Context: an optimization exercise on an open-source flow, tuned for small area. The choices shown serve that exercise and are no tape-out recipe.
At most, simulation tests tie the RTL to the original design; equivalence was not proved.
Power figures rest on the tool's default switching activity, not on a simulated workload. The flow treats the clock pin as an ideal source, which a real chip does not have.

Design dMemBase, start of the top module:
module dMemBase(addr, clk, enable, dataIn, readwrite, reset, dataOut);
Size: ~2100 cells after synthesis, ~1100 flip-flops, roughly 38000 sq um of cells after synthesis.
Settings: LEC_CHECK=0, ABC_AREA=1, CAP_MARGIN=10, CORE_MARGIN=2, CORE_UTILIZATION=55, SLEW_MARGIN=10, SYNTH_HIERARCHICAL=1; clock period 10.0 ns.
standard.sh (not shown) runs the stock make flow with config.mk's settings and CLKGATE_MAP_FILE= SYNTH_SCRIPT=/design/flow/synth_recipe.tcl, a recipe that flattens the netlist after the stock synthesis.
==> flow/flow/run.sh <==
#!/bin/bash
# Own layout flow: the standard flow (standard.sh), with
#  - synthesis mapped by abc with an area-oriented script (flow/area.abc),
#  - port buffers of the smallest buffer cell,
#  - CTS with small clock buffers, larger sink clusters and no dummy loads.
# Each tool's output goes to the ORFS logs under orfs/logs/; make's to standard.log.
set -euo pipefail
W=$(pwd)
export OWN_WORK=$W
export OWN_ABC_SCRIPT=$W/flow/area.abc
source $W/flow/knobs.sh
bash standard.sh SYNTH_SCRIPT=$W/flow/synth.tcl \
  "CTS_ARGS=$CTS" "BUFFER_PORTS_ARGS=$BPA" finish > $W/standard.log 2>&1
==> flow/flow/area.abc <==
strash
dch
amap
topo
stime -c
==> flow/flow/knobs.sh <==
CTS="-sink_clustering_enable -repair_clock_nets -dont_use_dummy_load -buf_list {sky130_fd_sc_hd__clkbuf_4 sky130_fd_sc_hd__clkbuf_8} -sink_clustering_size 18 -sink_clustering_max_diameter 70"
BPA="-buffer_cell sky130_fd_sc_hd__buf_1"
==> flow/flow/synth.tcl <==
# The standard synthesis (synth_recipe.tcl), with the abc mapping step
# run with an area-oriented script (amap) in place of ORFS's.
proc abc {args} {
  set i [lsearch -exact $args -script]
  if { $i >= 0 } { lset args [expr { $i + 1 }] $::env(OWN_ABC_SCRIPT) }
  yosys abc {*}$args
}
source $::env(OWN_WORK)/synth_recipe.tcl
Change:
CORE_UTILIZATION = 50   (was 55)
PLACE_DENSITY = 0.75   (was not set)
=>
- The new run completed without violations
- critical path depth went up by 1
- flip-flop and latch count does not change
- clock skew increases by 89 ps
Change:
PLACE_DENSITY = 0.85   (was 0.75)
Effect: Setup slack degrades by 480 ps. Die area does not change. Sequential share of layout area increases by 0.15 points. Final area is about the same. Global-route usage hardly moves. Core utilization is lower by 0.11 points. Non-clock buffer count drops by 10. Flip-flop and latch count is unchanged. Clock-buffer cell count is higher by 1. Power rose by 0.33%. Synthesized area stays the same.

* * *

dMemBase again, from the RTL that the note above started with.
// dMemBase
module dMemBase(addr, clk, enable, dataIn, readwrite, reset, dataOut);
export LEC_CHECK = 0
export ABC_AREA = 1
export CAP_MARGIN = 10
export CORE_MARGIN = 2
export CORE_UTILIZATION = 50
export GPL_TIMING_DRIVEN = 0
export PLACE_DENSITY = 0.85
export SLEW_MARGIN = 10
export SYNTH_HIERARCHICAL = 1
create_clock -name core_clock -period 10.0 [get_ports {clk}]
Scripts as last shown in full above: flow/flow/run.sh, flow/flow/area.abc, flow/flow/knobs.sh, flow/flow/synth.tcl
The starting point produced a clean layout.
Next try:
--- a/flow/config.mk
+++ b/flow/config.mk
@@ -10,6 +10,5 @@
 export CORE_MARGIN = 2
 export CORE_UTILIZATION = 50
-export GPL_TIMING_DRIVEN = 0
-export PLACE_DENSITY = 0.85
+export PLACE_DENSITY = 0.95
 export SLEW_MARGIN = 10
 export SYNTH_HIERARCHICAL = 1
What happened: The changed run finished clean. Register-to-register slack improved by 0.02 ns. Clock power barely changes. Worst setup slack improved by 0.11 ns. Clock-buffer cell count came out lower by 1. Die area is unchanged. Total power is about the same. Maximum frequency climbs slightly.

* * *

Setup of the previous run:
Another version of the RTL of dMemBase (not shown whole).
For scale: about 2200 cells after synthesis.
## dMemBase
module dMemBase(addr, clk, enable, dataIn, readwrite, reset, dataOut);
export LEC_CHECK = 0
export ABC_AREA = 1
export CAP_MARGIN = 20
export CORE_MARGIN = 2
export CORE_UTILIZATION = 65
export SLEW_MARGIN = 20
export SYNTH_HIERARCHICAL = 1
create_clock -name core_clock -period 10.0 [get_ports {clk}]
==> flow/flow/knobs.sh <==
CTS="-sink_clustering_enable -repair_clock_nets -dont_use_dummy_load -buf_list {sky130_fd_sc_hd__clkbuf_16} -sink_clustering_size 32 -sink_clustering_max_diameter 100"
BPA="-buffer_cell sky130_fd_sc_hd__buf_1"
Scripts as last shown in full above: flow/flow/run.sh, flow/flow/area.abc, flow/flow/synth.tcl
Per the final summary, the previous run finished and its layout is clean on timing, DRC and antenna.
Inputs modified between the previous run and the current run:
==> flow/flow/knobs.sh <==
CTS="-sink_clustering_enable -repair_clock_nets -dont_use_dummy_load -buf_list {sky130_fd_sc_hd__clkbuf_4 sky130_fd_sc_hd__clkbuf_8} -sink_clustering_size 20 -sink_clustering_max_diameter 80"
BPA="-buffer_cell sky130_fd_sc_hd__buf_1"
==> comparison <==
On the current run: design area is about 0.38% lower than what the previous run gave.
Comparing ratio of final minimum period to clock period for the current run and the previous run, the smaller number came from the current run.
Summary of the current run over the previous run: starting DRC count in detailed routing closely matched the old numbers; clock power share decreased 1.6 points; worst-case setup slack after placement flat.
| worst-margin pin slew | lower: the previous run |
Total chip power in the current run is 2.0% below the previous run.
Cmp the current run and the previous run / part of the total power dissipated in combinational logic / higher: the current run
The current run vs. the previous run: time the final worst path needs with I/O delays and setup went down by 0.13 ns.
No run of this note included a check of the RTL's function; only the layout flow was run.

[separate check: timing with driven ports]
The flow's constraints put no driver on any port. The routed layouts listed below were extracted and timed again, unchanged, in two steps.
Step 1: set_driving_cell puts a clkbuf_16 on clk and a buf_2 on each other input, an assumption about the parent block.
Step 2 times the ports against the registers' clock, not the clock port: input delays grow and output delays shrink by t, the midpoint of the rising clock arrivals with the driver on.
Three values: ideal ports, drivers, drivers and shift; two values: the first two.
| run | t (ns) | setup WS [ns] | worst slew at a driven data input, ns |
|---|---|---|---|
| the first run of note 1 | 0.723 | 2.774 / 2.763 / 2.040 | 0.14 |
| the second run of note 1 | 0.717 | 2.121 / 2.155 / 1.439 | 0.18 |
| the third run of note 1 | 0.733 | 1.637 / 1.617 / 0.884 | 0.11 |
| the first run of note 2 | 0.738 | 1.645 / 1.683 / 0.945 | 0.10 |
| the second run of note 2 | 0.729 | 1.750 / 1.669 / 0.940 | 0.16 |
| the previous run | 0.665 | 3.202 / 3.241 / 2.576 | 0.12 |
| the current run | 0.767 | 3.329 / 3.364 / 2.597 | 0.11 |
After both steps every run listed still meets setup and hold. For the second run of note 2, which loses most, drivers alone change the setup slack by -0.081 ns; drivers and shift together by -0.810 ns.
